What follows belongs to an exercise in optimizing a design on an open flow for small area and a short achievable clock period; a production flow would make more cautious choices.
Function was checked by simulation only, so behaviour that the tests miss may differ from the original.

## P
==> flow/design.v (excerpt) <==
module ParzenWindow_NP (
    input  logic        clk_i,
    input  logic        rst_i,
    input  logic [9:0]  tri_i,
    output logic [25:0] win_o
);
wire [9:0] t = tri_i;
wire sel = |t[9:8];
wire nsel = ~sel;
wire u = ~t[9];
wire t0_n = ~t[0];
wire [19:0] S;
wire clo;
reg [19:0] ra_q, rb_q;
reg  clo_q, k1_q, yen_q;
wire [19:0] Yp;
wire [19:0] Z;
wire p0;
wire p1;
wire p2;
wire p3;
wire p4;
wire p5;
wire p6;
wire p7;
wire p8;
wire p9;
wire p10;
wire p11;
wire p12;
wire p13;
wire p14;
wire p15;
wire p16;
wire p17;
wire p18;
wire p19;
wire p20;
wire p21;
wire p22;
wire p23;
wire p24;
wire p25;
wire p26;
wire p27;
wire p28;
wire p29;
wire p30;
wire p31;
wire p32;
wire p33;
wire p34;
wire p35;
wire p36;
wire p37;
wire p38;
wire p39;
wire p40;
wire p41;
wire p42;
wire p43;
wire p44;
wire s45;
wire c46;
wire s48;
wire c49;
wire s51;
wire c52;
wire s54;
wire c55;
wire s57;
wire c58;
wire s60;
wire c61;
wire s63;
wire c64;
wire s66;
wire c67;
wire s69;
wire c70;
wire s72;
wire c73;
wire s75;
wire c76;
wire s78;
wire c79;
wire s81;
wire c82;
wire s84;
wire c85;
wire s87;
wire c88;
wire s90;
wire c91;
wire s93;
wire c94;
wire s96;
wire c97;
wire s99;
wire c100;
wire s102;
wire c103;
wire s105;
wire c106;
wire s108;
wire c109;
wire s111;
wire c112;
wire s114;
wire c115;
wire s117;
wire c118;
wire s120;
wire c121;
wire s123;
wire c124;
wire s126;
wire c127;
wire sg129;
wire sp130;
wire sg131;
wire sp132;
wire sg133;
wire sp134;
wire sg135;
wire sp136;
wire sg137;
wire sp138;
wire sg139;
wire sp140;
wire sg141;
wire sp142;
wire sg143;
wire sp144;
wire sg145;
wire sp146;
wire sg147;
wire sp148;
wire sg149;
wire sp150;
wire sg151;
wire sp152;
wire sg153;
wire sp154;
wire sg155;
wire sp156;
wire sg157;
wire sp158;
wire sg159;
wire sp160;
wire sG161;
wire sP162;
wire sG163;
wire sP164;
wire sG165;
wire sP166;
wire sG167;
wire sP168;
wire sG169;
wire sP170;
wire sG171;
wire sP172;
wire sG173;
wire sP174;
wire sG175;
wire sP176;
wire sG177;
wire sP178;
wire sG179;
wire sP180;
wire sG181;
wire sP182;
wire sG183;
wire sP184;
wire sG185;
wire sP186;
wire sG187;
  ...
Size in the first run: about 38 I/O pins, roughly 8500 um^2 of cells after synthesis.
==> flow/config.mk <==
export PLATFORM = sky130hd
export DESIGN_NAME = ParzenWindow_NP
export DESIGN_NICKNAME = ParzenWindow_NP
export VERILOG_FILES = /design/flow/design.v
export SDC_FILE = /design/flow/constraint.sdc
export NUM_CORES = 4
export LEC_CHECK = 0
export CAP_MARGIN = 60
export CORE_MARGIN = 2
export CORE_UTILIZATION = 60
export SLEW_MARGIN = 60
export SYNTH_HIERARCHICAL = 1
export SYNTH_MINIMUM_KEEP_SIZE = 0
export SETUP_SLACK_MARGIN = 6.5
export BUFFER_PORTS_ARGS = -buffer_cell sky130_fd_sc_hd__buf_2
==> flow/constraint.sdc <==
create_clock -name core_clock -period 16.0 [get_ports {clk_i}]
set_input_delay 3.2000 -clock core_clock [delete_from_list [all_inputs] [get_ports {clk_i}]]
set_output_delay 3.2000 -clock core_clock [all_outputs]
set_load 0.01 [all_outputs]
standard.sh (not shown) runs the stock make flow with config.mk's settings and CLKGATE_MAP_FILE= SYNTH_SCRIPT=/design/flow/synth_recipe.tcl, a recipe that flattens the netlist after the stock synthesis.
==> flow/flow/run.sh <==
#!/bin/bash
# Layout flow: the standard flow (standard.sh, unchanged, including its
# synthesis) with two extra ORFS settings appended to the work copy of config.mk:
#  - a larger setup-slack target for OpenROAD's timing repair, so the resizer
#    keeps sizing/buffering critical paths past the default target;
set -euo pipefail
MARGIN=${PW_SETUP_MARGIN:-6.5}
{
  echo "export SETUP_SLACK_MARGIN = ${MARGIN}"
  echo "export BUFFER_PORTS_ARGS = -buffer_cell sky130_fd_sc_hd__buf_2"
} >> config.mk
bash standard.sh > flow_standard.log 2>&1
diff inputs: P => Q
Settings: CTS_BUF_LIST now sky130_fd_sc_hd__clkbuf_8, previously not set; SETUP_SLACK_MARGIN now 7, was 6.5; ABC_AREA now 1, previously not set.
diff --git a/flow/flow/run.sh b/flow/flow/run.sh
--- a/flow/flow/run.sh
+++ b/flow/flow/run.sh
@@ -7 +7 @@
-MARGIN=${PW_SETUP_MARGIN:-6.5}
+MARGIN=${PW_SETUP_MARGIN:-7}
Findings:
Q finished every step from synthesis to the final layout, and the layout passed the timing, DRC and antenna checks.
The minimum clock period of Q was superior to that of P.
Taking P as the reference, in Q routability-driven placement congestion ratio went down, die area went up 4.3%, area added between synthesis and finish went down by 1.6 points.
[diff] netlist area before placement, Q relative to P: regression
Q has more setup slack than P.
Q vs P: amount of wire on met3 after detailed routing down by a few percent
[inputs] R vs Q
Settings: SETUP_SLACK_MARGIN now 6.75, was 7; CTS_BUF_LIST now sky130_fd_sc_hd__clkbuf_4 sky130_fd_sc_hd__clkbuf_8, was sky130_fd_sc_hd__clkbuf_8; ABC_AREA no longer set, was 1.
diff --git a/flow/flow/run.sh b/flow/flow/run.sh
--- a/flow/flow/run.sh
+++ b/flow/flow/run.sh
@@ -7 +7 @@
-MARGIN=${PW_SETUP_MARGIN:-7}
+MARGIN=${PW_SETUP_MARGIN:-6.75}
## What came out
- A worst setup path endpoint of ra_q[8] is what Q shows, while ra_q[9] belongs to R.
- Taking Q as the reference, in R via count went down 7.7%; wire length reported by the detailed router flat; sequential share of layout area saw little to no change.
- Q → R: starting density of the core comparable, half-perimeter wire length after placement moved down.
- R: setup slack is 0.21 ns lower than what Q reported.
Modified inputs, S compared to R
Settings: swapping sky130_fd_sc_hd__clkbuf_4 sky130_fd_sc_hd__clkbuf_8 for sky130_fd_sc_hd__clkbuf_8 in CTS_BUF_LIST; putting ABC_AREA at 1 where nothing was set.
Findings:
Core utilization in S is 2.9 points lower than in R
Compared with R, in S routing usage on met3 -1.1 points; fraction of the cycle the final worst path needs -0.72 points; final cell count without fillers +about 17%; maximum frequency +1.3%; count of non-CTS inverters in the layout +190%.
Met2 capacity usage during global routing delta for S relative to R: 1.2 points lower
Looking only at global-route usage, and setting everything else aside, the higher value of R and S goes to R.
What T does differently from S at the input level:
Settings: ABC_AREA removed (was 1).
Findings:
S vs T, most common library cell in the layout ignoring fill and taps: sky130_fd_sc_hd__nand2_1 vs sky130_fd_sc_hd__fa_1
Comparing area overhead of the layout relative to synthesis for T and S, the smaller number came from S.
The critical-path cell with the highest stage delay comes out sky130_fd_sc_hd__fa_1 in one run and sky130_fd_sc_hd__fa_2 in the other, namely in S and T respectively.
Per the comparison of T with S, routed wire length shows no meaningful change; endpoint arrival time on the critical path rose 0.06 ns.
T reached the final stage; the timing, DRC and antenna checks on its layout passed.
When the final numbers for T and S were put side by side, the final cell count turned out to be smaller in T.
Taking S as the reference, in T die height shows a reduction of 2.1%, least setup slack across all paths after layout now sits lower.

==> afterwards: timing with drivers on the ports <==
In the flow no input, the clock included, has a driving cell. The finished layouts below were timed again as built, in two steps. Step 1, drivers: a clkbuf_16 drives clk_i and a buf_2 each remaining input, both assumed. Step 2 also shifts input and output timing later by t, the mid clock arrival at the registers, as if the neighbouring blocks saw the same clock. a / b / c = ideal ports / drivers / drivers and shift; a / b = the first two.
run	t, ns	setup WS [ns]	latest minus earliest clock arrival (ns)	worst data-port slew with drivers (ns)
P	0.320	6.717 / 6.713 / 6.393	0.006 / 0.006	0.05
Q	0.336	7.157 / 7.136 / 6.800	0.004 / 0.004	0.07
R	0.327	6.946 / 6.929 / 6.602	0.012 / 0.012	0.06
S	0.325	7.061 / 7.044 / 6.719	0.007 / 0.007	0.06
T	0.327	6.946 / 6.929 / 6.602	0.012 / 0.012	0.06
After both steps every run listed still meets setup and hold. The setup slack of Q, which loses most, moves by -0.021 ns with the drivers and by -0.357 ns with both steps.
